Source: an optimization exercise on an open RTL-to-GDS flow (aim: small area, a short achievable clock period and few clock cycles per item). Production flows keep margins and buffers that such runs may drop.
No functional check of the RTL was part of any run shown here.

### design/flow/config.mk
export PLATFORM = sky130hd
export DESIGN_NAME = fp_sqrt
export DESIGN_NICKNAME = fp_sqrt
export VERILOG_FILES = /design/flow/design.v
export SDC_FILE = /design/flow/constraint.sdc
export NUM_CORES = 4
export LEC_CHECK = 0
export ABC_CLOCK_PERIOD_IN_PS = 3500
export CAP_MARGIN = 20
export CORE_MARGIN = 2
export CORE_UTILIZATION = 40
export SETUP_SLACK_MARGIN = 5
export SLEW_MARGIN = 20
### design/flow/constraint.sdc
create_clock -name core_clock -period 11.0 [get_ports {clk}]
set_input_delay 2.2000 -clock core_clock [delete_from_list [all_inputs] [get_ports {clk}]]
set_output_delay 2.2000 -clock core_clock [all_outputs]
set_load 0.01 [all_outputs]
### design/flow/design.v
module integer_sqrt #(parameter K = 1, parameter S = 0) (clk, start, odd, frac, root, done);
    input clk;
    input start;
    input odd;
    input [51:0] frac;
    output [27:0] root;
    output done;
    localparam C  = (28 - S) / K;    
    localparam CW = $clog2(C + 1);
    reg [28:0] q;                    
    reg signed [30:0] rem;           
    reg [CW-1:0] cnt;                
    reg [2*K-1:0] p;                 
    assign root = q[27:0];
    assign done = q[28];
    function [2*K-1:0] fetch;
        input [CW-1:0] c;
        input e0;
        reg [K-1:0] ev;              
        reg [K:0]   od;              
        integer n, k, i;
        begin
            ev = 0;
            od = 0;
            for (n = 0; n < C; n = n + 1)
                if (c == n)
                    for (k = 0; k <= K; k = k + 1) begin
                        i = 25 - S - K*n - k;
                        if (k < K && i >= 0) ev[K-1-k] = frac[2*i];
                        if (i >= 0) od[K-k] = frac[2*i+1];
                    end
            for (k = 0; k < K; k = k + 1)
                fetch[2*K-1-2*k -: 2] = e0 ? {od[K-k], ev[K-1-k]} : {ev[K-1-k], od[K-1-k]};
        end
    endfunction
    localparam TW = 2*S + 2;
    wire [TW-1:0] mtop = odd ? {2'b01, frac[51 -: 2*S]} : {1'b1, frac[51 -: 2*S+1]};
    reg [S:0] r0;
    reg [S+1:0] m0;
    reg [S+3:0] tt;
    integer u;
    always @(*) begin
        r0 = 1;
        m0 = mtop[TW-1:TW-2] - 1'b1;
        for (u = 0; u < S; u = u + 1) begin
            tt = {m0, mtop[2*S-1-2*u -: 2]} - {r0, 2'b01};
            if (!tt[S+3]) begin
                m0 = tt;
                r0 = {r0, 1'b1};
            end else begin
                m0 = {m0, mtop[2*S-1-2*u -: 2]};
                r0 = {r0, 1'b0};
            end
        end
    end
    reg signed [30:0] r;
    reg [28:0] qq;
    reg [1:0] pp;
    reg sg;
    integer s;
    always @(*) begin
        r = rem;
        qq = q;
        for (s = 0; s < K; s = s + 1) begin
            pp = p[2*K-1-2*s -: 2];
            sg = r[30];
            r = {r[28:0] + (qq ^ {29{~sg}}) + (pp != 2'b00), pp - 2'b01};
            qq = {qq[27:0], ~r[30]};
        end
    end
    always @(posedge clk) begin
        if (start) begin
            q   <= r0;
            rem <= m0;
            cnt <= 1;
            p   <= fetch(0, odd);
        end else begin
            if (!q[28]) q <= qq;
            rem <= r;
            cnt <= cnt + 1'b1;
            p   <= fetch(cnt, odd);
        end
    end
endmodule
module fp_sqrt(reset, clk, i_sign, i_exp, i_frac, ready, o_sign, o_exp, o_frac);
    input reset;
    input clk;
    input i_sign;
    input wire [10:0] i_exp;
    input wire [51:0] i_frac;
    output wire ready;
    output reg o_sign;
    output reg [10:0] o_exp;
    output wire [51:0] o_frac;
    wire [27:0] root;
    always @(posedge clk) begin
        if (reset) begin
            o_sign <= i_sign;
            o_exp  <= (i_exp >> 1) + 11'd511 + i_exp[0];
        end
    end
    integer_sqrt #(.K(2), .S(2)) rooter(.clk(clk), .start(reset), .odd(i_exp[0]),
                        .frac(i_frac), .root(root), .done(ready));
    assign o_frac = {root, 24'd0};
endmodule
### design/flow/flow/run.sh
#!/bin/bash
# The standard layout (the standard.sh, standard synthesis unchanged) with
# two changes to how the layout is made: the port buffers use the smallest
# buffer cell, and timing repair aims for 7 ns of setup slack.
set -o pipefail
bash standard.sh "BUFFER_PORTS_ARGS=-buffer_cell sky130_fd_sc_hd__buf_1" SETUP_SLACK_MARGIN=7  finish > flow_make.log 2>&1
### design/flow/standard.sh
#!/bin/bash
# synth_recipe.tcl (not shown) runs the flow's synth.tcl, then flattens the netlist and writes it again
# the make line also repeats each setting of config.mk as NAME=value (left out here)
make -C /OpenROAD-flow-scripts/flow DESIGN_CONFIG=/design/flow/config.mk WORK_HOME=/design/flow/orfs CLKGATE_MAP_FILE= SYNTH_SCRIPT=/design/flow/synth_recipe.tcl "${@:-finish}"
==> results of run 1 <==
[flip-flops by register name (all words and copies together), names as in the netlist]
| register | flops |
|---|---|
| o_exp | 11 |
| o_sign | 1 |
| rooter.cnt | 4 |
| rooter.p | 4 |
| rooter.q | 29 |
| rooter.rem | 30 |
[synth_stat cells, types with 5 or more instances]
library cell  instances
a21o_1               16
a21oi_1              64
a221oi_1              5
a31oi_1               8
and3_1                8
buf_1                10
buf_4                25
clkbuf_1             21
dfxtp_1              64
edfxtp_1             15
ha_1                 65
inv_1                32
mux2i_1              31
nand2_1              49
nand2b_1             13
nand3_1              10
nand4_1               7
nor2_1               90
nor2b_1              10
nor3_1               10
o21a_1                7
o21ai_0              39
o21bai_1              8
xnor2_1              97
xor2_1               21
[per-layer routing]
metal	GRT usage	vias up	share of wire
met3	0.0393	34	0.042
met4	0.0749	0	0.027
met5	0	-	0
met2	0.326	138	0.48
met1	0.248	2749	0.45
li1	-	3086	-
[final cells by class]
cell class | instances | area (sq um) | share of cell area
clock buffer | 9 | 225 | 0.0266
multi-input combinational | 659 | 5100 | 0.603
clock inverter | 7 | 61.3 | 0.00725
timing repair buffer | 161 | 933 | 0.110
inverter | 33 | 126 | 0.0149
sequential | 79 | 1740 | 0.205
tap | 220 | 275 | 0.0325
[what timing repair did]
| item | 4_1_cts | 5_1_grt |
|---|---|---|
| setup buffers | 34 | 16 |
| pin swaps | 41 | 39 |
| resized for setup | 38 | 39 |
| cloned | 2 | 0 |
| endpoints found under the setup margin | 32 | 29 |
| hold buffers | 0 | 0 |
[worst paths after layout]
kind                            start                        to  slack (ns)  depth (start not counted)
max             rooter.q[0]$_DFFE_PP_     rooter.q[0]$_DFFE_PP_        5.49                         23
min reg2reg  rooter.cnt[0]$_SDFF_PP1_  rooter.cnt[0]$_SDFF_PP1_        0.46                          1
min          rooter.cnt[0]$_SDFF_PP1_  rooter.cnt[0]$_SDFF_PP1_        0.46                          1
max reg2reg     rooter.q[0]$_DFFE_PP_     rooter.q[0]$_DFFE_PP_        5.49                         23
[cells by family after synthesis]
group | after synthesis
AO/OA/AOI/OAI | 206
XOR/XNOR | 119
adder cells (fa/ha/maj) | 68
buffers and inverters | 91
flip-flops | 79
multiplexers | 32
other | 1
AND/OR/NAND/NOR | 210
[critical path, stage by stage, from the launching register on]
cell      delay [ns]
edfxtp_1        0.46
xnor2_2         0.17
fa_2            0.35
fa_2            0.39
a211oi_4        0.28
o211ai_2        0.16
a31oi_4         0.28
o31ai_4         0.10
a311o_1         0.30
a31oi_2         0.17
xnor2_2         0.18
buf_12          0.18
buf_12          0.15
xnor2_1         0.07
ha_1            0.32
inv_1           0.06
nor2_1          0.21
nand2_1         0.16
nor3_2          0.20
a21oi_2         0.09
a311o_1         0.35
o21ai_1         0.15
xnor3_1         0.24
a22o_1          0.22
[per-stage QoR]
step	utilization	area (sq um)
2_1_floorplan	-	7010
3_3_place_gp	0.445	7380
3_5_place_dp	0.445	7380
4_1_cts	0.492	8160
5_1_grt	0.510	8460
6_report	0.510	8460
[cells in the final DEF (no fill, tap or decap), drive strengths merged, types with 4 or more instances in the layout]
master and count:
a211oi 5, a21o 16, a21oi 64, a221o 4
a221oi 6, a31oi 9, and3 8, buf 159
clkbuf 11, conb 24, dfxtp 64, edfxtp 15
ha 65, inv 37, mux2i 31, nand2 49
nand2b 13, nand3 10, nand4 7, nor2 90
nor2b 10, nor3 10, nor4 4, o211ai 4
o21a 7, o21ai 41, o21bai 8, o22ai 4
o311ai 4, o31ai 5, xnor2 97, xor2 21
==> flow_summary.yaml, run 1 <==
logic_synthesis:
  synth-simple-area-share: 0.140
  avgSynthCellArea_sq_um: 8.39
  yosys.area_share.xor_xnor: 0.156
  synth_top_family_by_area: "compound AO/OA/AOI/OAI gates"
  ys_ff_latch: 79
  yosysTopAreaCell: "dfxtp_1"
  synthMuxAreaShare: 0.0475
  yosys.area_share.adder: 0.129
  synth_warnings: 72
  syn_area_sq_um: 6770
  synthArstFlopShare: 0
  synth_cell_type_count: 67
  synthCells: 806
  ys.flop_type: "dfxtp_1"
  ys_seq_area_frac: 0.256
  synth_area_leaders: "dfxtp_1, xnor2_1, ha_1"
  synth_compound_area_frac: 0.204
  synth_edf_count: 15
  netlist.area_leader.share: 0.189
floorplanning:
  die_w_um: 134
  die_height_um: 134
  core_area_sq_um: 16600
  io_pins: 131
  die_area_sq_um: 18000
  num_rows: 47
  start_util: 0.408
cells_and_area:
  syn2layout_area_growth_pct: 25.1
  nFillCells: 1612
  drive_above_1_share: 0.161
  final_cells: 1168
  antenna_cells: 0
  nNetsFinal: 1077
sta:
  worst_slack_ns: 5.49
  skew_ns: 0.0102
  rsz0062_at_grt: "yes"
  setup_violations: 0
  clock.fmax_ghz: 0.182
  worst_pin_slew_ns: 0.800
  whs_ns: 0.461
  final_hold_viol_count: 0
  fin_crit_sh: 0.501
  drv_slew: 0
  max_slew_margin: 0.467
  fin_tns_setup_ns: 0
  fin_crit_ns: 5.51
global_routing:
  grt_pass1_wl_mm: 28.1
  grt_start_max_net_pins: 49
  gr-usage-all-layers: 0.195
  grt-ovfl-total: 0
  antenna_found_initial: 0
  grt_pass1_vias: 5749
setup_path:
  cp.required_ns: 11.11
  path_class: "reg -> reg"
  worst_ep_arrival_time_ns: 5.62
  cp-end-kind: "flop"
  critPathMaxFanout: 10
  start_kind: "flop"
routing:
  drt_iter0_drc: 212
  wl_per_cell_um: 15.0
  vias: 6007
  drtPass1Iterations: 5
  drc: 0
  viasPerCell: 5.14
  routed_wl_mm: 17.5
  drtAntennaViolNets: 0
worst_hold_path:
  hold_path.class: "reg -> reg"
run:
  timing.max_cap.violations: 0
clock_network:
  cts_made_buffers: 9
  clock_latency_ns: 0.36
  clk_pin_slew_ns: 0.06
  htreeDepth: 3
  clock_sinks: 79
  clockBufferDepth: 2
  root_buffer: "clkbuf_16"
  cts_tree: "yes"
place:
  dpl.cell_count: 1100
  gp_congestion: 0.855
  post-place-ws_ns: 4.50
  hpwl_mm: 12.2
  io_buffers: 106
run_status:
  outcome: "timing/DRC/antenna clean"
==> run 2: changes to the inputs <==
--- a/design/flow/design.v
+++ b/design/flow/design.v
@@ -1,4 +1,4 @@
-module integer_sqrt #(parameter K = 1, parameter S = 0) (clk, start, odd, frac, root, done);
+module integer_sqrt #(parameter K = 1, parameter S = 1) (clk, start, odd, frac, root, done);
     input clk;
     input start;
     input odd;
@@ -8,7 +8,7 @@
     localparam C  = (28 - S) / K;    
     localparam CW = $clog2(C + 1);
     reg [28:0] q;                    
-    reg signed [30:0] rem;           
+    reg [29:0] rem;                  
     reg [CW-1:0] cnt;                
     reg [2*K-1:0] p;                 
     assign root = q[27:0];
@@ -53,21 +53,21 @@
             end
         end
     end
-    reg signed [30:0] r;
-    reg [28:0] qq;
-    reg [1:0] pp;
-    reg sg;
-    integer s;
-    always @(*) begin
-        r = rem;
-        qq = q;
-        for (s = 0; s < K; s = s + 1) begin
-            pp = p[2*K-1-2*s -: 2];
-            sg = r[30];
-            r = {r[28:0] + (qq ^ {29{~sg}}) + (pp != 2'b00), pp - 2'b01};
-            qq = {qq[27:0], ~r[30]};
+    wire [29:0] rs [0:K];
+    wire [28:0] qs [0:K];
+    assign rs[0] = rem;
+    assign qs[0] = q;
+    genvar g;
+    generate
+        for (g = 0; g < K; g = g + 1) begin : step
+            wire [1:0] pp = p[2*K-1-2*g -: 2];
+            wire sg = rs[g][29];
+            wire [28:0] sum;
+            ksadd #(.N(29)) add(.a(rs[g][28:0]), .b(qs[g] ^ {29{~sg}}), .ci(pp != 2'b00), .s(sum));
+            assign rs[g+1] = {sum[28], sum[26:0], pp - 2'b01};
+            assign qs[g+1] = {qs[g][27:0], ~sum[28]};
         end
-    end
+    endgenerate
     always @(posedge clk) begin
         if (start) begin
             q   <= r0;
@@ -75,12 +75,30 @@
             cnt <= 1;
             p   <= fetch(0, odd);
         end else begin
-            if (!q[28]) q <= qq;
-            rem <= r;
+            if (!q[28]) q <= qs[K];
+            rem <= rs[K];
             cnt <= cnt + 1'b1;
             p   <= fetch(cnt, odd);
         end
     end
+endmodule
+module ksadd #(parameter N = 29) (input [N-1:0] a, input [N-1:0] b, input ci, output [N-1:0] s);
+    wire [N-1:0] p0 = a ^ b;
+    reg [N-1:0] g, p, gn, pn;
+    integer i, d;
+    always @(*) begin
+        g = a & b; p = p0;
+        g[0] = g[0] | (p0[0] & ci);
+        for (d = 1; d < N; d = d * 2) begin
+            gn = g; pn = p;
+            for (i = d; i < N; i = i + 1) begin
+                gn[i] = g[i] | (p[i] & g[i-d]);
+                pn[i] = p[i] & p[i-d];
+            end
+            g = gn; p = pn;
+        end
+    end
+    assign s = p0 ^ {g[N-2:0], ci};
 endmodule
 module fp_sqrt(reset, clk, i_sign, i_exp, i_frac, ready, o_sign, o_exp, o_frac);
     input reset;
==> design/flow/flow/run.sh (replaced) <==
#!/bin/bash
# The standard layout (the standard.sh, standard synthesis unchanged) with
# two changes to how the layout is made: the port buffers use the smallest
# buffer cell, and timing repair aims for 5 ns of setup slack.
set -o pipefail
bash standard.sh "BUFFER_PORTS_ARGS=-buffer_cell sky130_fd_sc_hd__buf_1" SETUP_SLACK_MARGIN=5  finish > flow_make.log 2>&1
--- a/design/flow/config.mk
+++ b/design/flow/config.mk
@@ -5,7 +5,7 @@
 export SDC_FILE = /design/flow/constraint.sdc
 export NUM_CORES = 4
 export LEC_CHECK = 0
-export ABC_CLOCK_PERIOD_IN_PS = 3500
+export ABC_CLOCK_PERIOD_IN_PS = 2500
 export CAP_MARGIN = 20
 export CORE_MARGIN = 2
 export CORE_UTILIZATION = 40
==> flow_summary.yaml, run 2 <==
routing:
  wl_per_cell_um: 14.6
  vias: 5780
  routed_wl_mm: 16.4
  drtAntennaViolNets: 0
  drt_iter0_drc: 245
  viasPerCell: 5.14
  top_layer_used: "met4"
  wl_met2_mm: 7.74
  wirelength_met1_mm: 7.74
  drc: 0
  drtPass1Iterations: 5
  met3WireLength_um: 668
sta:
  fin_tns_setup_ns: 0
  setup_violations: 0
  max_slew_margin: 0.296
  fin_crit_sh: 0.521
  skew_ns: 0.00604
  fin_crit_ns: 5.73
  rsz0062_at_grt: "no"
  worst_pin_slew_ns: 1.06
  clock.fmax_ghz: 0.175
  whs_ns: 0.448
  drv_slew: 0
  final_hold_viol_count: 0
run_status:
  outcome: "timing/DRC/antenna clean"
global_routing:
  gr-usage-all-layers: 0.179
  grt_pass1_vias: 5284
  grt-ovfl-total: 0
  grt_start_max_net_pins: 93
  antenna_found_initial: 0
  grt_pass1_wl_mm: 25.9
logic_synthesis:
  synth_area_leaders: "dfxtp_1, ha_1, xnor2_1"
  synth_warnings: 143
  avgSynthCellArea_sq_um: 8.63
  synth_most_common_cell: "nor2_1"
  yosysTopAreaCell: "dfxtp_1"
  synthCells: 784
  ys.flop_type: "dfxtp_1"
  synth_cell_type_count: 66
  ys_seq_area_frac: 0.256
  synthTopCellsByCount: "nor2_1, xnor2_1, ha_1, dfxtp_1, a21oi_1"
  netlist.area_leader.share: 0.189
  ys_ff_latch: 79
  synth_edf_count: 15
  syn_area_sq_um: 6760
  synthArstFlopShare: 0
setup_path:
  critPathMaxFanout: 6
  worst_ep_arrival_time_ns: 5.83
  cp.required_ns: 11.10
  start_kind: "flop"
  cp-end-kind: "flop"
  path_class: "reg -> reg"
floorplanning:
  start_util: 0.408
  num_rows: 47
  die_w_um: 134
  die_height_um: 134
  io_pins: 131
  core_area_sq_um: 16600
  die_area_sq_um: 18000
place:
  io_buffers: 106
  gp_congestion: 0.842
  hpwl_mm: 11.8
clock_network:
  clock_latency_ns: 0.35
  holdBufCountCts: 0
  clock_sinks: 79
  htreeDepth: 3
  clk_pin_slew_ns: 0.06
  clockBufferDepth: 2
  cts_tree: "yes"
  root_buffer: "clkbuf_16"
  cts_made_buffers: 9
cells_and_area:
  antenna_cells: 0
  drive_above_1_share: 0.0808
  largest_reg_flops: 30
  top_register: "rooter.rem"
  most-common-layout-cells: "buf_1, nor2_1, xnor2_1"
  nNetsFinal: 1033
  final_common_cell: "buf_1"
  largest_registers: "rooter.rem (30), rooter.q (29), o_exp (11)"
  syn2layout_area_growth_pct: 15.0
worst_hold_path:
  hold_path.class: "reg -> reg"
run:
  timing.max_cap.violations: 0
-- run 2: cell count changes in the layout (fill, tap and decap cells not counted), sizes merged, moves of 5 or more --
| cell | change |
|---|---|
| a21o | +17 |
| a31oi | -7 |
| buf | -31 |
| inv | -9 |
| mux2 | +6 |
| nand2 | -6 |
| nand2b | -5 |
| o21ai | -8 |
| o21bai | -5 |
| xnor2 | -12 |
-- run 2: final cells by class --
cell class / instances / area, sq um
repair buffers: 129 / 582
inverters: 30 / 113
flip-flops and latches: 79 / 1740
well taps: 220 / 275
multi-input cells: 650 / 4750
fillers: 1692 / 8810
clock buffers: 10 / 229
clock inverters: 6 / 85.1
-- run 2: cells by family after synthesis --
group                    after synthesis  synth area share
AO/OA/AOI/OAI                        199             0.206
XOR/XNOR                             108             0.140
adder cells (fa/ha/maj)               68             0.129
buffers and inverters                 80            0.0611
flip-flops                            79             0.256
multiplexers                          44            0.0701
other                                  1          0.000555
AND/OR/NAND/NOR                      205             0.137
-- run 2: repair_timing --
| item | CTS | global route |
|---|---|---|
| setup endpoints to repair | 22 | 11 |
| pin swaps | 0 | 7 |
| resized for setup | 2 | 4 |
| gates cloned | 1 | 1 |
| endpoints found under the hold margin | 0 | 0 |
| buffers inserted | 2 | 19 |
-- run 2: worst paths after layout --
check                         from                    end  slack (ns)  cells past startpoint
min            rooter.p[0]$_DFF_P_  rooter.rem[0]$_DFF_P_        0.45                      1
max reg2reg  rooter.q[0]$_DFFE_PP_  rooter.q[0]$_DFFE_PP_        5.27                     22
max          rooter.q[0]$_DFFE_PP_  rooter.q[0]$_DFFE_PP_        5.27                     22
min reg2reg    rooter.p[0]$_DFF_P_  rooter.rem[0]$_DFF_P_        0.45                      1
-- run 2: routing by layer --
metal  up-vias  global-route usage
met3        18              0.0325
met2       137               0.302
li1       2972                   -
met1      2653               0.233
met4         0              0.0573
met5         -                   0
-- run 2: critical path: stages (launching register included) --
cell and delay (ns):
edfxtp_1 0.43, xnor2_1 0.18, fa_1 0.47, fa_1 0.47
a211oi_1 0.24, o21ai_1 0.16, o211ai_1 0.18, buf_4 0.15
a211oi_2 0.10, o21ai_1 0.20, a31o_2 0.23, and3_4 0.26
xnor2_1 0.13, ha_1 0.27, nor2b_1 0.17, o31a_1 0.34
o311ai_1 0.27, nand3_1 0.23, a211oi_4 0.33, o31ai_1 0.12
xor2_1 0.17, xor2_1 0.17, a22o_1 0.21
-- run 2: through the flow --
step                      worst slack [ns]   util  std cells  instance area [sq um]
final                                 5.27  0.469       1124                   7770
after global routing                  4.93  0.469       1124                   7770
after CTS                             5.03  0.458       1104                   7590
after detailed placement              4.12  0.437       1085                   7240
after global placement                4.22  0.437       1085                   7240
after floorplan                       5.45      -        807                   6850
==> run 3: changes to the inputs <==
==> design/flow/flow/run.sh (replaced) <==
#!/bin/bash
# The standard layout (the standard.sh, standard synthesis unchanged) with
# two changes to how the layout is made: the port buffers use the smallest
# buffer cell, and timing repair aims for 6.5 ns of setup slack.
set -o pipefail
bash standard.sh "BUFFER_PORTS_ARGS=-buffer_cell sky130_fd_sc_hd__buf_1" SETUP_SLACK_MARGIN=6.5  finish > flow_make.log 2>&1
==> flow_summary.yaml, run 3 <==
global_routing:
  grt-ovfl-total: 0
  gr-usage-all-layers: 0.189
  antenna_found_initial: 0
  grt_pass1_vias: 5526
  grt_pass1_wl_mm: 27.4
  grt_start_max_net_pins: 93
sta:
  skew_ns: 0.00891
  final_hold_viol_count: 0
  fin_crit_sh: 0.455
  worst_slack_ns: 5.99
  clock.fmax_ghz: 0.200
  setup_violations: 0
  fin_crit_ns: 5.01
  fin_tns_setup_ns: 0
  worst_pin_slew_ns: 1.04
  max_slew_margin: 0.304
  rsz0062_at_grt: "yes"
  drv_slew: 0
logic_synthesis:
  synth_most_common_cell: "nor2_1"
  synthArstFlopShare: 0
  avgSynthCellArea_sq_um: 8.63
  synth_area_leaders: "dfxtp_1, ha_1, xnor2_1"
  synthCells: 784
  synth_top_family_by_area: "compound AO/OA/AOI/OAI gates"
  syn_area_sq_um: 6760
  netlist.area_leader.share: 0.189
  synth_warnings: 143
  synth_cell_type_count: 66
  yosys.area_share.xor_xnor: 0.140
  yosysTopAreaCell: "dfxtp_1"
  ys_seq_area_frac: 0.256
  yosys.area_share.adder: 0.129
  ys_ff_latch: 79
  ys.flop_type: "dfxtp_1"
  synth_edf_count: 15
  synth_compound_area_frac: 0.206
  synthTopCellsByCount: "nor2_1, xnor2_1, ha_1, dfxtp_1, a21oi_1"
  synth-simple-area-share: 0.137
  synthMuxAreaShare: 0.0701
worst_hold_path:
  hold_path.class: "reg -> reg"
  min_from: "rooter.cnt[0]$_SDFF_PP1_"
floorplanning:
  die_area_sq_um: 18000
  core_area_sq_um: 16600
  num_rows: 47
  die_height_um: 134
  io_pins: 131
  start_util: 0.408
  die_w_um: 134
clock_network:
  root_buffer: "clkbuf_16"
  clk_pin_slew_ns: 0.06
  clockBufferDepth: 2
  cts_made_buffers: 9
  clock_latency_ns: 0.35
  cts_tree: "yes"
  htreeDepth: 3
  clock_sinks: 79
routing:
  viasPerCell: 5.19
  vias: 5967
  drtPass1Iterations: 5
  wl_per_cell_um: 14.7
  routed_wl_mm: 16.9
  drt_iter0_drc: 276
  drc: 0
  drtAntennaViolNets: 0
place:
  io_buffers: 106
  gp_congestion: 0.875
  post-place-ws_ns: 4.59
  hpwl_mm: 11.8
setup_path:
  worst_ep_arrival_time_ns: 5.11
  cp-end-kind: "flop"
  critPathMaxFanout: 7
  cp.required_ns: 11.10
  r2r_start: "rooter.q[0]$_DFFE_PP_"
  start_kind: "flop"
  path_class: "reg -> reg"
  crit_start: "rooter.q[0]$_DFFE_PP_"
cells_and_area:
  largest_reg_flops: 30
  multiInputGateArea_sq_um: 5000
  fin_util: 0.496
  antenna_cells: 0
  top_register: "rooter.rem"
  most-common-layout-cells: "buf_1, nor2_1, xnor2_1"
  largest_registers: "rooter.rem (30), rooter.q (29), o_exp (11)"
  seq_area_sq_um: 1740
  drive_above_1_share: 0.167
  final_common_cell: "buf_1"
  nFillCells: 1629
  nNetsFinal: 1059
  syn2layout_area_growth_pct: 21.6
run:
  timing.max_cap.violations: 0
run_status:
  outcome: "timing/DRC/antenna clean"
## run 3: changes by cell type in the layout (fill, tap and decap cells not counted), sizes merged
| cell | delta |
|---|---|
| bufinv | -2 |
| and3 | -1 |
| clkbuf | -1 |
| clkinv | +1 |
| clkinvlp | +2 |
| buf | +27 |
## run 3: final timing paths
kind              depth (start not counted)                  endpoint  slack, ns
setup reg to reg                         24     rooter.q[0]$_DFFE_PP_       5.99
setup / recovery                         24     rooter.q[0]$_DFFE_PP_       5.99
hold / removal                            1  rooter.cnt[0]$_SDFF_PP1_       0.46
hold reg to reg                           1  rooter.cnt[0]$_SDFF_PP1_       0.46
## run 3: final cells by class
| class | instances | area share |
|---|---|---|
| clock buffers | 9 | 0.0274 |
| clock inverters | 7 | 0.00609 |
| inverters | 30 | 0.0137 |
| multi-input cells | 649 | 0.608 |
| flip-flops and latches | 79 | 0.211 |
| well taps | 220 | 0.0335 |
| repair buffers | 156 | 0.0998 |
## run 3: per-stage QoR
stage / instances / cell area (sq um) / hold slack (ns)
4_1_cts: 1130 / 7900 / 0.461
3_3_place_gp: 1085 / 7300 / 0.442
2_1_floorplan: 807 / 6920 / 0.416
6_report: 1150 / 8220 / 0.464
3_5_place_dp: 1085 / 7300 / 0.451
5_1_grt: 1150 / 8220 / 0.495
## run 3: metal layers
metal / wire (um) / part of all wire / GRT usage / vias to the layer above
met4: 260 / 0.015 / 0.0585 / 0
met2: 8130 / 0.48 / 0.323 / 133
met5: 0 / 0 / 0 / -
met3: 662 / 0.039 / 0.0272 / 17
li1: - / - / - / 3040
met1: 7860 / 0.46 / 0.247 / 2777
## run 3: cell families (layout without fill, tap and decap cells)
kind of cell | after synthesis | count (layout)
compound gates | 199 | 199
xor+xnor | 108 | 108
fa+ha+maj | 68 | 68
buf+inv | 80 | 202
flops | 79 | 79
mux | 44 | 44
other cells | 1 | 24
simple gates | 205 | 206
## run 3: critical path, cell delays in order, from the launching register on
cell and delay, ns:
edfxtp_1 0.43, xnor2_2 0.16, fa_2 0.35, fa_2 0.38
a211oi_2 0.22, o21ai_2 0.09, o211ai_1 0.15, buf_4 0.16
a211oi_4 0.06, o21ai_2 0.14, a31o_2 0.17, buf_4 0.10
buf_4 0.09, and3_4 0.27, xnor2_1 0.14, ha_2 0.32
o21ai_0 0.20, nor2_1 0.11, o311ai_2 0.10, nand3_2 0.15
a211oi_2 0.30, o31ai_1 0.11, xor2_1 0.16, xor2_1 0.18
a22o_1 0.20
## run 3: repair_timing
action | CTS | global route
hold buffers | 0 | 0
endpoints found under the setup margin | 28 | 24
gates resized for setup | 19 | 39
gates cloned | 1 | 0
buffers inserted | 28 | 20
pin swaps | 36 | 38
endpoints found under the hold margin | 0 | 0
==> run 4: changes to the inputs <==
--- a/design/flow/design.v
+++ b/design/flow/design.v
@@ -117,7 +117,7 @@
             o_exp  <= (i_exp >> 1) + 11'd511 + i_exp[0];
         end
     end
-    integer_sqrt #(.K(2), .S(2)) rooter(.clk(clk), .start(reset), .odd(i_exp[0]),
+    integer_sqrt #(.K(1), .S(3)) rooter(.clk(clk), .start(reset), .odd(i_exp[0]),
                         .frac(i_frac), .root(root), .done(ready));
     assign o_frac = {root, 24'd0};
 endmodule
==> design/flow/flow/run.sh (replaced) <==
#!/bin/bash
# The standard layout (the standard.sh, standard synthesis unchanged) with
# two changes to how the layout is made: the port buffers use the smallest
# buffer cell, and timing repair aims for 7.5 ns of setup slack.
set -o pipefail
bash standard.sh "BUFFER_PORTS_ARGS=-buffer_cell sky130_fd_sc_hd__buf_1" SETUP_SLACK_MARGIN=7.5  finish > flow_make.log 2>&1
==> flow_summary.yaml, run 4 <==
run_status:
  outcome: "timing/DRC/antenna clean"
sta:
  drv_slew: 0
  worst_pin_slew_ns: 0.883
  whs_ns: 0.440
  setup_violations: 0
  final_hold_viol_count: 0
  rsz0062_at_grt: "yes"
  fin_crit_sh: 0.413
  fin_crit_ns: 4.55
  fin_tns_setup_ns: 0
  skew_ns: 0.00639
  clock.fmax_ghz: 0.220
  max_slew_margin: 0.412
logic_synthesis:
  synthArstFlopShare: 0
  ys_ff_latch: 78
  synth_edf_count: 16
  avgSynthCellArea_sq_um: 8.57
  netlist.area_leader.share: 0.214
  synthTopCellsByCount: "nor2_1, dfxtp_1, xnor2_1, ha_1, mux2i_1"
  ys_seq_area_frac: 0.297
  syn_area_sq_um: 5800
  yosysTopAreaCell: "dfxtp_1"
  synth_cell_type_count: 75
  ys.flop_type: "dfxtp_1"
  synthCells: 677
  synth_warnings: 263
  synth_most_common_cell: "nor2_1"
  synth_area_leaders: "dfxtp_1, ha_1, edfxtp_1"
setup_path:
  critPathMaxFanout: 5
  path_class: "in -> reg"
  cp-end-kind: "flop"
  worst_ep_arrival_time_ns: 4.64
  start_kind: "input pin"
  cp.required_ns: 11.10
place:
  io_buffers: 106
  gp_congestion: 0.886
  hpwl_mm: 9.90
  dpl.cell_count: 941
routing:
  drt_iter0_drc: 288
  drtAntennaViolNets: 0
  routed_wl_mm: 13.8
  wl_per_cell_um: 14.2
  vias: 5095
  viasPerCell: 5.24
  drtPass1Iterations: 5
  drc: 0
worst_hold_path:
  hold_path.class: "reg -> reg"
cells_and_area:
  drive_above_1_share: 0.107
  antenna_cells: 0
  top_register: "rooter.rem"
  final_common_cell: "buf_1"
  largest_reg_flops: 30
  fin_util: 0.481
  syn2layout_area_growth_pct: 19.2
  most-common-layout-cells: "buf_1, nor2_1, dfxtp_1"
  final_cells: 972
  nFillCells: 1412
  largest_registers: "rooter.rem (30), rooter.q (29), o_exp (11)"
  nNetsFinal: 893
floorplanning:
  die_w_um: 124
  start_util: 0.404
  io_pins: 131
  die_height_um: 124
  die_area_sq_um: 15500
  num_rows: 44
  core_area_sq_um: 14400
clock_network:
  cts_made_buffers: 9
  holdBufCountCts: 0
  clock_sinks: 78
  htreeDepth: 3
  clock_latency_ns: 0.34
  clk_pin_slew_ns: 0.05
  cts_tree: "yes"
  clockBufferDepth: 2
  root_buffer: "clkbuf_16"
global_routing:
  grt_pass1_wl_mm: 23.3
  grt_pass1_vias: 5006
  grt_start_max_net_pins: 81
  grt-ovfl-total: 0
  antenna_found_initial: 0
  gr-usage-all-layers: 0.180
run:
  timing.max_cap.violations: 0
-- run 4: kinds of logic after synthesis --
kind of cell | after synthesis | synth area share
adder cells (fa/ha/maj) | 43 | 0.0953
XOR/XNOR | 59 | 0.0917
flip-flops | 78 | 0.297
buffers and inverters | 84 | 0.0720
multiplexers | 40 | 0.0716
other | 1 | 0.000646
AND/OR/NAND/NOR | 216 | 0.181
AO/OA/AOI/OAI | 156 | 0.191
-- run 4: path summary, 6_finish.rpt --
path / endpoint / cells past startpoint / startpoint / slack (ns)
worst max-delay path: rooter.q[0]$_DFFE_PP_ / 14 / i_exp[0] / 6.45
worst min-delay path: rooter.rem[0]$_DFF_P_ / 1 / rooter.p[0]$_DFF_P_ / 0.44
worst max register to register: rooter.rem[29]$_SDFF_PP0_ / 11 / rooter.q[0]$_DFFE_PP_ / 7.72
worst min register to register: rooter.rem[0]$_DFF_P_ / 1 / rooter.p[0]$_DFF_P_ / 0.44
-- run 4: layer usage --
layer  vias up  wire length [um]  track usage
met3        20               614       0.0378
met1      2379              6350        0.228
met5         -                 0            0
met2       122              6570        0.299
met4         0               271       0.0701
li1       2574                 -            -
-- run 4: stage by stage --
stage	cell area, sq um	setup slack (ns)
2_1_floorplan	5950	6.16
3_3_place_gp	6290	5.46
3_5_place_dp	6290	5.32
4_1_cts	6790	6.49
5_1_grt	6910	6.32
6_report	6910	6.45
-- run 4: final cells by class --
type                            instances  area [sq um]  area share
Clock buffer                           14           264      0.0382
Clock inverter                          1          5.00    0.000724
Inverter                               30           113      0.0163
Multi-Input combinational cell        538          3940       0.569
Sequential cell                        78          1720       0.249
Tap cell                              184           230      0.0333
Timing Repair Buffer                  127           643      0.0930
-- run 4: timing repair --
item | 4_1_cts | 5_1_grt
hold endpoints to repair | 0 | 0
cloned | 1 | 0
pin swaps | 14 | 13
gates resized for setup | 27 | 23
endpoints found under the setup margin | 23 | 14
setup buffers | 12 | 3
-- run 4: worst max-delay path: stages --
cell and delay [ns]:
buf_12 0.09, mux2i_4 0.22, ha_2 0.20, inv_2 0.04, ha_4 0.15, or2_4 0.27
o211ai_4 0.22, o22ai_4 0.12, mux2i_2 0.18, ha_1 0.35, a21oi_4 0.18, o21ai_4 0.10
buf_4 0.16, a22o_1 0.16
==> run 5: changes to the inputs <==
--- a/design/flow/design.v
+++ b/design/flow/design.v
@@ -53,19 +53,25 @@
             end
         end
     end
-    wire [29:0] rs [0:K];
-    wire [28:0] qs [0:K];
+    wire [29:0] rs [0:K/2];
+    wire [28:0] qs [0:K/2];
     assign rs[0] = rem;
     assign qs[0] = q;
     genvar g;
     generate
-        for (g = 0; g < K; g = g + 1) begin : step
-            wire [1:0] pp = p[2*K-1-2*g -: 2];
+        for (g = 0; g < K/2; g = g + 1) begin : stage
+            wire [1:0] p1 = p[2*K-1-4*g -: 2];
+            wire [1:0] p2 = p[2*K-3-4*g -: 2];
             wire sg = rs[g][29];
-            wire [28:0] sum;
-            ksadd #(.N(29)) add(.a(rs[g][28:0]), .b(qs[g] ^ {29{~sg}}), .ci(pp != 2'b00), .s(sum));
-            assign rs[g+1] = {sum[28], sum[26:0], pp - 2'b01};
-            assign qs[g+1] = {qs[g][27:0], ~sum[28]};
+            wire [28:0] qn = qs[g] ^ {29{~sg}};
+            wire [30:0] t1 = {rs[g][28:0], p1} + {qn, 2'b11};
+            wire [30:0] x = {rs[g][26:0], p1, p2};
+            wire [30:0] t2s = x + {qn, 3'b111};
+            wire [30:0] t2b = x + {qn, 4'b1111} + {qn, 3'b000};
+            wire s1 = t1[30];
+            wire [30:0] t2 = (s1 == sg) ? t2b : t2s;
+            assign rs[g+1] = {t2[30], t2[28:0]};
+            assign qs[g+1] = {qs[g][26:0], ~s1, ~t2[30]};
         end
     endgenerate
     always @(posedge clk) begin
@@ -75,30 +81,12 @@
             cnt <= 1;
             p   <= fetch(0, odd);
         end else begin
-            if (!q[28]) q <= qs[K];
-            rem <= rs[K];
+            if (!q[28]) q <= qs[K/2];
+            rem <= rs[K/2];
             cnt <= cnt + 1'b1;
             p   <= fetch(cnt, odd);
         end
     end
-endmodule
-module ksadd #(parameter N = 29) (input [N-1:0] a, input [N-1:0] b, input ci, output [N-1:0] s);
-    wire [N-1:0] p0 = a ^ b;
-    reg [N-1:0] g, p, gn, pn;
-    integer i, d;
-    always @(*) begin
-        g = a & b; p = p0;
-        g[0] = g[0] | (p0[0] & ci);
-        for (d = 1; d < N; d = d * 2) begin
-            gn = g; pn = p;
-            for (i = d; i < N; i = i + 1) begin
-                gn[i] = g[i] | (p[i] & g[i-d]);
-                pn[i] = p[i] & p[i-d];
-            end
-            g = gn; p = pn;
-        end
-    end
-    assign s = p0 ^ {g[N-2:0], ci};
 endmodule
 module fp_sqrt(reset, clk, i_sign, i_exp, i_frac, ready, o_sign, o_exp, o_frac);
     input reset;
@@ -117,7 +105,7 @@
             o_exp  <= (i_exp >> 1) + 11'd511 + i_exp[0];
         end
     end
-    integer_sqrt #(.K(1), .S(3)) rooter(.clk(clk), .start(reset), .odd(i_exp[0]),
+    integer_sqrt #(.K(2), .S(2)) rooter(.clk(clk), .start(reset), .odd(i_exp[0]),
                         .frac(i_frac), .root(root), .done(ready));
     assign o_frac = {root, 24'd0};
 endmodule
==> flow_summary.yaml, run 5 <==
logic_synthesis:
  synth_area_leaders: "ha_1, dfxtp_1, xnor2_1"
  syn_area_sq_um: 8810
  synthTopCellsByCount: "ha_1, nor2_1, a21oi_1, nand2_1, dfxtp_1"
  ys_ff_latch: 79
  synth_cell_type_count: 90
  synth_most_common_cell: "ha_1"
  synth_edf_count: 15
  ys_seq_area_frac: 0.197
  avgSynthCellArea_sq_um: 8.21
  synthArstFlopShare: 0
  netlist.area_leader.share: 0.173
  ys.flop_type: "dfxtp_1"
  yosysTopAreaCell: "ha_1"
  synthCells: 1073
  synth_warnings: 72
sta:
  clock.fmax_ghz: 0.283
  max_slew_margin: 0.469
  worst_slack_ns: 7.46
  worst_pin_slew_ns: 0.797
  fin_crit_sh: 0.321
  rsz0062_at_grt: "yes"
  fin_crit_ns: 3.54
  drv_slew: 0
  fin_tns_setup_ns: 0
  setup_violations: 0
  skew_ns: 0.0110
  final_hold_viol_count: 0
cells_and_area:
  nNetsFinal: 1356
  syn2layout_area_growth_pct: 14.8
  final_common_cell: "ha_1"
  final_cells: 1451
  most-common-layout-cells: "ha_1, buf_1, nor2_1"
  top_register: "rooter.rem"
  drive_above_1_share: 0.0974
  largest_registers: "rooter.rem (30), rooter.q (29), o_exp (11)"
  antenna_cells: 0
  largest_reg_flops: 30
setup_path:
  path_cells: "buf_12 > nand2_4 > a21boi_4 > ha_4 > a221oi_4 > a2bb2oi_4 > nand2_2 > a21oi_2 > o22ai_1 > a211o_1 > o21ai_1"
  worst_ep_arrival_time_ns: 3.83
  path_class: "in -> reg"
  cpMaxStageDelayCell: "ha_4"
  start_kind: "input pin"
  cp.required_ns: 11.29
  cp-end-kind: "flop"
  critPathMaxFanout: 5
  path_delay_family: "compound AO/OA/AOI/OAI gates"
  rrSetupSlack_ns: 7.50
  slowest_delay_ns: 0.23
  cp_num_buf_inv: 1
clock_network:
  cts_tree: "yes"
  htreeDepth: 3
  clock_sinks: 79
  clock_latency_ns: 0.36
  clockBufferDepth: 2
  root_buffer: "clkbuf_16"
  clk_pin_slew_ns: 0.07
  holdBufCountCts: 0
  cts_made_buffers: 9
worst_hold_path:
  hold_path.class: "reg -> reg"
routing:
  drtPass1Iterations: 5
  routed_wl_mm: 25.0
  wl_per_cell_um: 17.2
  drt_iter0_drc: 616
  drtAntennaViolNets: 0
  viasPerCell: 5.69
  drc: 0
  vias: 8262
floorplanning:
  core_area_sq_um: 21700
  die_area_sq_um: 23200
  start_util: 0.406
  io_pins: 131
  die_w_um: 152
  num_rows: 54
  die_height_um: 152
global_routing:
  grt_pass1_vias: 7694
  grt_start_max_net_pins: 83
  grt-ovfl-total: 0
  grt_pass1_wl_mm: 39.7
  antenna_found_initial: 0
  gr-usage-all-layers: 0.206
place:
  gp_congestion: 0.881
  hpwl_mm: 18.9
  post-place-ws_ns: 6.53
  dpl.cell_count: 1417
  io_buffers: 106
run_status:
  outcome: "timing/DRC/antenna clean"
run:
  timing.max_cap.violations: 0
## run 5: per-stage QoR
step	instance area [sq um]	utilization	hold slack [ns]
6_report	10100	0.466	0.447
5_1_grt	10100	0.466	0.472
4_1_cts	9820	0.453	0.447
3_5_place_dp	9380	0.432	0.429
3_3_place_gp	9380	0.432	0.422
2_1_floorplan	9000	-	0.404
## run 5: cell type report
class	instances	area (sq um)
fillers	2126	11600
multi-input cells	913	6930
flip-flops and latches	79	1750
repair buffers	129	648
well taps	280	350
clock buffers	9	225
inverters	34	136
clock inverters	7	68.8
## run 5: repair_timing
action / CTS / global route
resized for setup: 27 / 38
setup endpoints to repair: 34 / 22
pin swaps: 4 / 12
buffers inserted: 6 / 11
gates cloned: 0 / 1
## run 5: kinds of logic (layout without fill, tap and decap cells)
kind of cell | after synthesis | after routing | share of synthesized area
simple gates | 298 | 298 | 0.165
mux | 38 | 38 | 0.0449
flops | 79 | 79 | 0.197
buf+inv | 104 | 179 | 0.0573
xor+xnor | 106 | 106 | 0.105
fa+ha+maj | 125 | 125 | 0.179
other cells | 1 | 24 | 0.000426
compound gates | 322 | 322 | 0.251
## run 5: worst register-to-register path, cell delays in order, from the launching register on
cell and delay [ns]:
dfxtp_4 0.38, buf_12 0.20, xnor2_1 0.19, a21o_1 0.22, ha_1 0.46, nand2_1 0.15
nor3_2 0.17, nand3_1 0.10, o41a_1 0.47, and2_4 0.22, a211o_1 0.26, and3_1 0.21
o211a_1 0.23
## run 5: worst paths after layout
check,from,end,cells after the start
setup / recovery,i_exp[0],rooter.rem[2]$_DFF_P_,11
hold / removal,rooter.cnt[0]$_SDFF_PP1_,rooter.cnt[0]$_SDFF_PP1_,1
setup reg to reg,rooter.rem[29]$_SDFF_PP0_,rooter.q[0]$_DFFE_PP_,12
hold reg to reg,rooter.cnt[0]$_SDFF_PP1_,rooter.cnt[0]$_SDFF_PP1_,1
## run 5: layer usage
layer,global-route usage,vias to the layer above,share of wire,wire (um)
met5,0,-,0,0
met4,0.0538,0,0.019,465
met3,0.0282,36,0.042,1050
met2,0.342,213,0.46,11600
met1,0.282,3903,0.48,11900
li1,-,4110,-,-
==> run 6: changes to the inputs <==
==> design/flow/flow/run.sh (replaced) <==
#!/bin/bash
# The standard layout (the standard.sh, standard synthesis unchanged) with
# two changes to how the layout is made: the port buffers use the smallest
# buffer cell, and timing repair aims for 6 ns of setup slack.
set -o pipefail
bash standard.sh "BUFFER_PORTS_ARGS=-buffer_cell sky130_fd_sc_hd__buf_1" SETUP_SLACK_MARGIN=6  finish > flow_make.log 2>&1
==> flow_summary.yaml, run 6 <==
cells_and_area:
  antenna_cells: 0
  largest_reg_flops: 30
  nNetsFinal: 1337
  top_register: "rooter.rem"
  syn2layout_area_growth_pct: 9.38
  drive_above_1_share: 0.0382
  final_common_cell: "ha_1"
  most-common-layout-cells: "ha_1, buf_1, nor2_1"
  nFillCells: 2210
  largest_registers: "rooter.rem (30), rooter.q (29), o_exp (11)"
logic_synthesis:
  synthArstFlopShare: 0
  synth_cell_type_count: 90
  synth_warnings: 72
  avgSynthCellArea_sq_um: 8.21
  synthCells: 1073
  synth_most_common_cell: "ha_1"
  synth_area_leaders: "ha_1, dfxtp_1, xnor2_1"
  syn_area_sq_um: 8810
  ys.flop_type: "dfxtp_1"
  synth_edf_count: 15
  ys_seq_area_frac: 0.197
  synthTopCellsByCount: "ha_1, nor2_1, a21oi_1, nand2_1, dfxtp_1"
  netlist.area_leader.share: 0.173
  ys_ff_latch: 79
  yosysTopAreaCell: "ha_1"
sta:
  rsz0062_at_grt: "no"
  worst_pin_slew_ns: 1.04
  fin_tns_setup_ns: 0
  drv_slew: 0
  setup_violations: 0
  fin_crit_ns: 4.57
  max_slew_margin: 0.306
  skew_ns: 0.0122
  fin_crit_sh: 0.415
  clock.fmax_ghz: 0.219
  final_hold_viol_count: 0
routing:
  met3WireLength_um: 985
  vias: 8197
  wl_met2_mm: 11.3
  routed_wl_mm: 24.4
  drtAntennaViolNets: 0
  wirelength_met1_mm: 11.7
  drc: 0
  viasPerCell: 5.72
  top_layer_used: "met4"
  wl_per_cell_um: 17.0
  drtPass1Iterations: 5
  drt_iter0_drc: 530
global_routing:
  grt_pass1_wl_mm: 40.0
  grt_start_max_net_pins: 83
  grt_pass1_vias: 7780
  grt-ovfl-total: 0
  gr-usage-all-layers: 0.208
  antenna_found_initial: 0
floorplanning:
  die_area_sq_um: 23200
  core_area_sq_um: 21700
  die_height_um: 152
  num_rows: 54
  start_util: 0.406
  die_w_um: 152
  io_pins: 131
place:
  hpwl_mm: 18.5
  io_buffers: 106
  gp_congestion: 0.882
clock_network:
  htreeDepth: 3
  clk_pin_slew_ns: 0.07
  clock_sinks: 79
  holdBufCountCts: 0
  cts_resized: 0
  cts_made_buffers: 9
  root_buffer: "clkbuf_16"
  post_cts_buffers: 0
  clock_latency_ns: 0.36
  clockBufferDepth: 2
  cts_tree: "yes"
setup_path:
  start_kind: "input pin"
  cp-end-kind: "flop"
  cp.required_ns: 11.29
  worst_ep_arrival_time_ns: 4.85
  critPathMaxFanout: 11
  path_class: "in -> reg"
run_status:
  outcome: "timing/DRC/antenna clean"
run:
  timing.max_cap.violations: 0
worst_hold_path:
  hold_path.class: "reg -> reg"
## run 6: final timing paths
kind	startpoint	end	slack, ns	cells past startpoint
worst min-delay path	rooter.cnt[0]$_SDFF_PP1_	rooter.cnt[0]$_SDFF_PP1_	0.45	1
worst max register to register	rooter.rem[29]$_SDFF_PP0_	rooter.rem[11]$_SDFF_PP0_	6.92	12
worst max-delay path	i_exp[0]	rooter.rem[2]$_DFF_P_	6.43	11
worst min register to register	rooter.cnt[0]$_SDFF_PP1_	rooter.cnt[0]$_SDFF_PP1_	0.45	1
## run 6: layer usage
metal	GRT usage	up-vias
met5	0	-
met2	0.345	191
met4	0.0534	0
li1	-	4067
met1	0.289	3912
met3	0.0230	27
## run 6: stage by stage
| step | hold slack, ns | std cells | utilization | setup slack (ns) | area, sq um |
|---|---|---|---|---|---|
| detailed placement | 0.434 | 1416 | 0.429 | 6.13 | 9300 |
| CTS | 0.451 | 1432 | 0.444 | 6.50 | 9630 |
| finish | 0.453 | 1432 | 0.444 | 6.43 | 9630 |
| floorplan | 0.404 | 1096 | - | 6.53 | 8890 |
| global placement | 0.424 | 1416 | 0.429 | 6.24 | 9300 |
| global route | 0.464 | 1432 | 0.444 | 6.16 | 9630 |
## run 6: logic make-up (layout without fill, tap and decap cells)
logic type	Yosys count	after routing	share of synthesized area
other cells	1	24	0.000426
xor+xnor	106	106	0.105
simple gates	298	298	0.165
mux	38	38	0.0449
flops	79	79	0.197
compound gates	322	322	0.251
buf+inv	104	160	0.0573
fa+ha+maj	125	125	0.179
## run 6: area by class of cell
cell class | count | area (sq um) | share of cell area
Multi-Input combinational cell | 913 | 6660 | 0.691
Inverter | 34 | 128 | 0.0133
Timing Repair Buffer | 110 | 429 | 0.0446
Clock buffer | 9 | 225 | 0.0234
Tap cell | 280 | 350 | 0.0364
Sequential cell | 79 | 1730 | 0.180
Clock inverter | 7 | 109 | 0.0113
## run 6: critical path, cell delays in order
cell and delay (ns):
buf_1 0.39, inv_1 0.34, a21boi_0 0.26, ha_1 0.30, a221oi_1 0.28, a2bb2oi_2 0.33, nand2_1 0.13, a21oi_1 0.18
o22ai_1 0.10, a211o_1 0.27, o21ai_1 0.06
==> run 7: changes to the inputs <==
==> design/flow/flow/run.sh (replaced) <==
#!/bin/bash
# The standard layout (the standard.sh, standard synthesis unchanged) with
# two changes to how the layout is made: the port buffers use the smallest
# buffer cell, and timing repair aims for 8 ns of setup slack.
set -o pipefail
bash standard.sh "BUFFER_PORTS_ARGS=-buffer_cell sky130_fd_sc_hd__buf_1" SETUP_SLACK_MARGIN=8  finish > flow_make.log 2>&1
==> flow_summary.yaml, run 7 <==
routing:
  vias: 9040
  wl_met2_mm: 14.1
  viasPerCell: 5.77
  wl_per_cell_um: 18.8
  met3WireLength_mm: 1.62
  drtPass1Iterations: 5
  drt_iter0_drc: 535
  top_layer_used: "met4"
  routed_wl_mm: 29.5
  drtAntennaViolNets: 0
  drc: 0
  wirelength_met1_mm: 12.9
setup_path:
  path_delay_family: "compound AO/OA/AOI/OAI gates"
  timing.rr.end: "rooter.q[0]$_DFFE_PP_"
  path_cells: "buf_12 > inv_6 > a21boi_4 > ha_4 > o31a_1 > a2bb2oi_4 > buf_4 > o21a_1 > o211a_1"
  cp.required_ns: 11.10
  cp_num_buf_inv: 3
  slowest_delay_ns: 0.28
  cpMaxStageDelayCell: "o31a_1"
  worst_ep_arrival_time_ns: 3.64
  rrSetupSlack_ns: 7.71
  cp-end-kind: "flop"
  critPathMaxFanout: 11
  start_kind: "input pin"
  path_class: "in -> reg"
  ff2ff_path_depth: 11
  r2r_start: "rooter.q[0]$_DFFE_PP_"
logic_synthesis:
  avgSynthCellArea_sq_um: 8.21
  synth_edf_count: 15
  netlist.area_leader.share: 0.173
  synthArstFlopShare: 0
  synthTopCellsByCount: "ha_1, nor2_1, a21oi_1, nand2_1, dfxtp_1"
  syn_area_sq_um: 8810
  ys.flop_type: "dfxtp_1"
  synthCells: 1073
  synth_warnings: 72
  synth_most_common_cell: "ha_1"
  ys_seq_area_frac: 0.197
  synth_cell_type_count: 90
  ys_ff_latch: 79
  yosysTopAreaCell: "ha_1"
  synth_area_leaders: "ha_1, dfxtp_1, xnor2_1"
cells_and_area:
  most-common-layout-cells: "buf_4, nor2_1, ha_1"
  antenna_cells: 0
  finalInstanceArea_sq_um: 13000
  top_register: "rooter.rem"
  largest_reg_flops: 30
  final_common_cell: "buf_4"
  largest_registers: "rooter.rem (30), rooter.q (29), o_exp (11)"
  drive_above_1_share: 0.336
  nFillCells: 1827
  nNetsFinal: 1472
  syn2layout_area_growth_pct: 47.9
clock_network:
  cts_tree: "yes"
  root_buffer: "clkbuf_16"
  clock_latency_ns: 0.36
  clock_sinks: 79
  cts_made_buffers: 9
  clockBufferDepth: 2
  clk_pin_slew_ns: 0.06
  htreeDepth: 3
  holdBufCountCts: 0
floorplanning:
  core_area_sq_um: 21700
  die_area_sq_um: 23200
  start_util: 0.406
  die_w_um: 152
  num_rows: 54
  die_height_um: 152
  io_pins: 131
sta:
  fin_crit_sh: 0.321
  clock.fmax_ghz: 0.283
  fin_crit_ns: 3.53
  drv_slew: 0
  rsz0062_at_grt: "yes"
  fin_tns_setup_ns: 0
  max_slew_margin: 0.435
  worst_pin_slew_ns: 0.848
  final_hold_viol_count: 0
  setup_violations: 0
  skew_ns: 0.0126
run_status:
  outcome: "timing/DRC/antenna clean"
place:
  hpwl_mm: 19.0
  io_buffers: 106
  placed_cell_area_sq_um: 9480
  gp_congestion: 0.851
global_routing:
  gr-usage-all-layers: 0.236
  grt_pass1_vias: 8679
  antenna_found_initial: 0
  grt_pass1_wl_mm: 45.1
  grt_start_max_net_pins: 37
  grt-ovfl-total: 0
run:
  timing.max_cap.violations: 0
worst_hold_path:
  min_to: "rooter.cnt[0]$_SDFF_PP1_"
  holdPathStages: 1
  hold_path.class: "reg -> reg"
  min_from: "rooter.cnt[0]$_SDFF_PP1_"
-- run 7: cell counts after synthesis --
No cell type changed its count.
-- run 7: cell families (layout without fill, tap and decap cells) --
| group | after synthesis | after routing | share of synthesized area |
|---|---|---|---|
| compound gates | 322 | 322 | 0.251 |
| xor+xnor | 106 | 106 | 0.105 |
| fa+ha+maj | 125 | 125 | 0.179 |
| buf+inv | 104 | 295 | 0.0573 |
| flops | 79 | 79 | 0.197 |
| mux | 38 | 38 | 0.0449 |
| other cells | 1 | 24 | 0.000426 |
| simple gates | 298 | 298 | 0.165 |
-- run 7: worst register-to-register path, delay by kind of cell (launching register included) --
family                   cells  cell delay [ns]
buffers and inverters        1             0.07
flip-flops                   1             0.54
adder cells (fa/ha/maj)      1             0.56
AO/OA/AOI/OAI                5             1.19
XOR/XNOR                     1             0.28
AND/OR/NAND/NOR              3             0.40
-- run 7: what timing repair did --
| action | in CTS | in global routing |
|---|---|---|
| setup endpoints to repair | 118 | 85 |
| setup buffers | 82 | 47 |
| pin swaps | 83 | 97 |
| resized for setup | 291 | 143 |
| cloned | 3 | 2 |
-- run 7: worst max-delay path by stage --
stage          slack (ns)                    end  startpoint  cells after the start
2_1_floorplan        7.09  rooter.rem[2]$_DFF_P_    i_exp[0]                     12
3_3_place_gp         6.52  rooter.rem[2]$_DFF_P_    i_exp[0]                     11
3_5_place_dp         6.49  rooter.rem[2]$_DFF_P_    i_exp[0]                     11
4_1_cts              7.48  rooter.rem[2]$_DFF_P_    i_exp[0]                     10
5_1_grt              7.40  rooter.rem[2]$_DFF_P_  i_frac[50]                     11
6_report             7.47  rooter.q[0]$_DFFE_PP_    i_exp[0]                      9
-- run 7: per-layer routing --
metal,vias up,track usage
li1,4364,-
met2,312,0.394
met3,71,0.0424
met4,0,0.0895
met5,-,0
met1,4293,0.304
-- run 7: final cells by class --
class                   instances  area, sq um  area share
multi-input cells             913         8270       0.635
repair buffers                245         2100       0.161
flip-flops and latches         79         1830       0.140
well taps                     280          350      0.0269
clock buffers                   9          225      0.0173
inverters                      34          136      0.0105
clock inverters                 7          121     0.00932
-- run 7: stage by stage --
| step | util | worst slack [ns] | instances | hold slack [ns] |
|---|---|---|---|---|
| after global placement | 0.437 | 6.52 | 1417 | 0.435 |
| final | 0.601 | 7.47 | 1567 | 0.450 |
| after global routing | 0.601 | 7.40 | 1567 | 0.468 |
| after floorplan | - | 7.09 | 1096 | 0.404 |
| after CTS | 0.549 | 7.48 | 1518 | 0.454 |
| after detailed placement | 0.437 | 6.49 | 1417 | 0.442 |
==> run 8: changes to the inputs <==
==> design/flow/flow/run.sh (replaced) <==
#!/bin/bash
# The standard layout (the standard.sh, standard synthesis unchanged) with
# two changes to how the layout is made: the port buffers use the smallest
# buffer cell, and timing repair aims for 8.5 ns of setup slack.
set -o pipefail
bash standard.sh "BUFFER_PORTS_ARGS=-buffer_cell sky130_fd_sc_hd__buf_1" SETUP_SLACK_MARGIN=8.5  finish > flow_make.log 2>&1
==> flow_summary.yaml, run 8 <==
sta:
  drv_slew: 0
  fin_tns_setup_ns: 0
  clock.fmax_ghz: 0.281
  skew_ns: 0.0127
  rsz0062_at_grt: "yes"
  fin_crit_sh: 0.323
  fin_crit_ns: 3.56
  max_slew_margin: 0.434
  final_hold_viol_count: 0
  worst_slack_ns: 7.44
  worst_pin_slew_ns: 0.849
  whs_ns: 0.455
  setup_violations: 0
logic_synthesis:
  netlist.area_leader.share: 0.173
  ys_seq_area_frac: 0.197
  synthCells: 1073
  synth_most_common_cell: "ha_1"
  synth_cell_type_count: 90
  avgSynthCellArea_sq_um: 8.21
  synth_area_leaders: "ha_1, dfxtp_1, xnor2_1"
  synth_edf_count: 15
  ys_ff_latch: 79
  yosysTopAreaCell: "ha_1"
  synthTopCellsByCount: "ha_1, nor2_1, a21oi_1, nand2_1, dfxtp_1"
  syn_area_sq_um: 8810
  ys.flop_type: "dfxtp_1"
  synth_warnings: 72
  synthArstFlopShare: 0
routing:
  viasPerCell: 5.82
  wl_met2_mm: 15.2
  routed_wl_mm: 30.9
  wl_per_cell_um: 19.5
  drt_iter0_drc: 594
  wirelength_met1_mm: 13.0
  drtAntennaViolNets: 0
  met3WireLength_mm: 1.71
  vias: 9231
  top_layer_used: "met4"
  drc: 0
  drtPass1Iterations: 5
cells_and_area:
  most-common-layout-cells: "buf_4, ha_1, nor2_1"
  fin_util: 0.616
  largest_reg_flops: 30
  final_common_cell: "buf_4"
  antenna_cells: 0
  finalInstanceArea_sq_um: 13400
  drive_above_1_share: 0.362
  nFillCells: 1744
  final_cells: 1586
  largest_registers: "rooter.rem (30), rooter.q (29), o_exp (11)"
  syn2layout_area_growth_pct: 51.6
  nNetsFinal: 1491
  top_register: "rooter.rem"
global_routing:
  grt_pass1_vias: 9110
  grt_start_max_net_pins: 32
  gr-usage-all-layers: 0.249
  antenna_found_initial: 0
  grt_pass1_wl_mm: 47.3
  grt-ovfl-total: 0
worst_hold_path:
  min_to: "rooter.cnt[0]$_SDFF_PP1_"
  min_from: "rooter.cnt[0]$_SDFF_PP1_"
  holdPathStages: 1
  hold_path.class: "reg -> reg"
setup_path:
  critPathMaxFanout: 11
  path_cells: "buf_12 > inv_6 > a21boi_4 > ha_4 > o31a_1 > a2bb2oi_4 > buf_4 > o21a_1 > o211a_1"
  rrSetupSlack_ns: 7.62
  timing.rr.end: "rooter.q[0]$_DFFE_PP_"
  path_class: "in -> reg"
  ff2ff_path_depth: 13
  r2r_start: "rooter.rem[29]$_SDFF_PP0_"
  cp_num_buf_inv: 3
  cp.required_ns: 11.12
  cp-end-kind: "flop"
  path_delay_family: "compound AO/OA/AOI/OAI gates"
  start_kind: "input pin"
  worst_ep_arrival_time_ns: 3.67
  slowest_delay_ns: 0.28
  cpMaxStageDelayCell: "o31a_1"
clock_network:
  holdBufCountCts: 0
  clock_sinks: 79
  cts_tree: "yes"
  clk_pin_slew_ns: 0.07
  root_buffer: "clkbuf_16"
  clock_latency_ns: 0.36
  cts_made_buffers: 9
  htreeDepth: 3
  clockBufferDepth: 2
floorplanning:
  die_area_sq_um: 23200
  core_area_sq_um: 21700
  num_rows: 54
  start_util: 0.406
  die_height_um: 152
  io_pins: 131
  die_w_um: 152
place:
  hpwl_mm: 19.2
  placed_cell_area_sq_um: 9780
  post-place-ws_ns: 6.50
  io_buffers: 106
  dpl.cell_count: 1417
  gp_congestion: 0.877
run_status:
  outcome: "timing/DRC/antenna clean"
run:
  timing.max_cap.violations: 0
run 8: cell counts after synthesis:
Identical to the previous run, type by type.
run 8: kinds of logic (layout without fill, tap and decap cells):
logic type | count (synthesis) | in the layout | synth area share
other cells | 1 | 24 | 0.000426
fa+ha+maj | 125 | 125 | 0.179
xor+xnor | 106 | 106 | 0.105
simple gates | 298 | 298 | 0.165
flops | 79 | 79 | 0.197
compound gates | 322 | 322 | 0.251
mux | 38 | 38 | 0.0449
buf+inv | 104 | 314 | 0.0573
run 8: worst max-delay path by stage:
stage	start	end	slack, ns	cells past startpoint
6_report	i_exp[0]	rooter.q[0]$_DFFE_PP_	7.44	9
5_1_grt	i_frac[50]	rooter.rem[2]$_DFF_P_	7.37	11
4_1_cts	i_frac[50]	rooter.rem[2]$_DFF_P_	7.49	11
3_5_place_dp	i_exp[0]	rooter.rem[2]$_DFF_P_	6.50	11
3_3_place_gp	i_exp[0]	rooter.rem[2]$_DFF_P_	6.55	11
2_1_floorplan	i_exp[0]	rooter.rem[2]$_DFF_P_	7.09	12
run 8: cell type report:
type,instances,area [sq um],share of cell area
Timing Repair Buffer,263,2330,0.174
Inverter,34,159,0.0119
Timing Repair inverter,1,16.3,0.00122
Multi-Input combinational cell,913,8380,0.627
Clock buffer,9,225,0.0169
Tap cell,280,350,0.0262
Sequential cell,79,1830,0.137
Clock inverter,7,70.1,0.00525
run 8: per-layer routing:
metal | vias up | track usage
li1 | 4397 | -
met1 | 4391 | 0.311
met2 | 367 | 0.440
met3 | 76 | 0.0356
met4 | 0 | 0.0859
met5 | - | 0
run 8: what timing repair did:
item	CTS	global route
setup endpoints to repair	118	96
pin swaps	71	71
buffers inserted	113	30
gates resized for setup	275	106
cloned	8	2

==> static timing again, ports no longer ideal <==
No port has a modelled driver above. Below, the same layouts with a new extraction and two added sets of constraints. Step 1, drivers: a clkbuf_16 drives clk and a buf_2 each remaining input, both assumed. Step 2 adds t to the input delays and takes it off the output delays; t is the mean of the earliest and latest rising clock arrival at the registers after step 1. Input paths then give back, and output paths get back, about the clock's delay inside the block. Three values: no drivers, after step 1, after step 2; two values: the first two.
run	t (ns)	setup WS [ns]	worst hold slack (ns)
run 1	0.400	5.493 / 5.493 / 5.493	0.461 / 0.461 / 0.461
run 2	0.387	5.272 / 5.272 / 5.272	0.448 / 0.448 / 0.448
run 3	0.393	5.992 / 5.992 / 5.992	0.464 / 0.464 / 0.464
run 4	0.385	6.452 / 6.356 / 5.971	0.440 / 0.440 / 0.440
run 5	0.399	7.464 / 7.425 / 7.026	0.447 / 0.447 / 0.447
run 6	0.404	6.432 / 6.455 / 6.051	0.453 / 0.453 / 0.453
run 7	0.400	7.467 / 7.469 / 7.069	0.450 / 0.450 / 0.450
run 8	0.405	7.444 / 7.443 / 7.038	0.455 / 0.455 / 0.455
After both steps setup and hold are still met in every run listed. For run 4, which loses most, drivers alone change the setup slack by -0.096 ns; drivers and shift together by -0.481 ns.
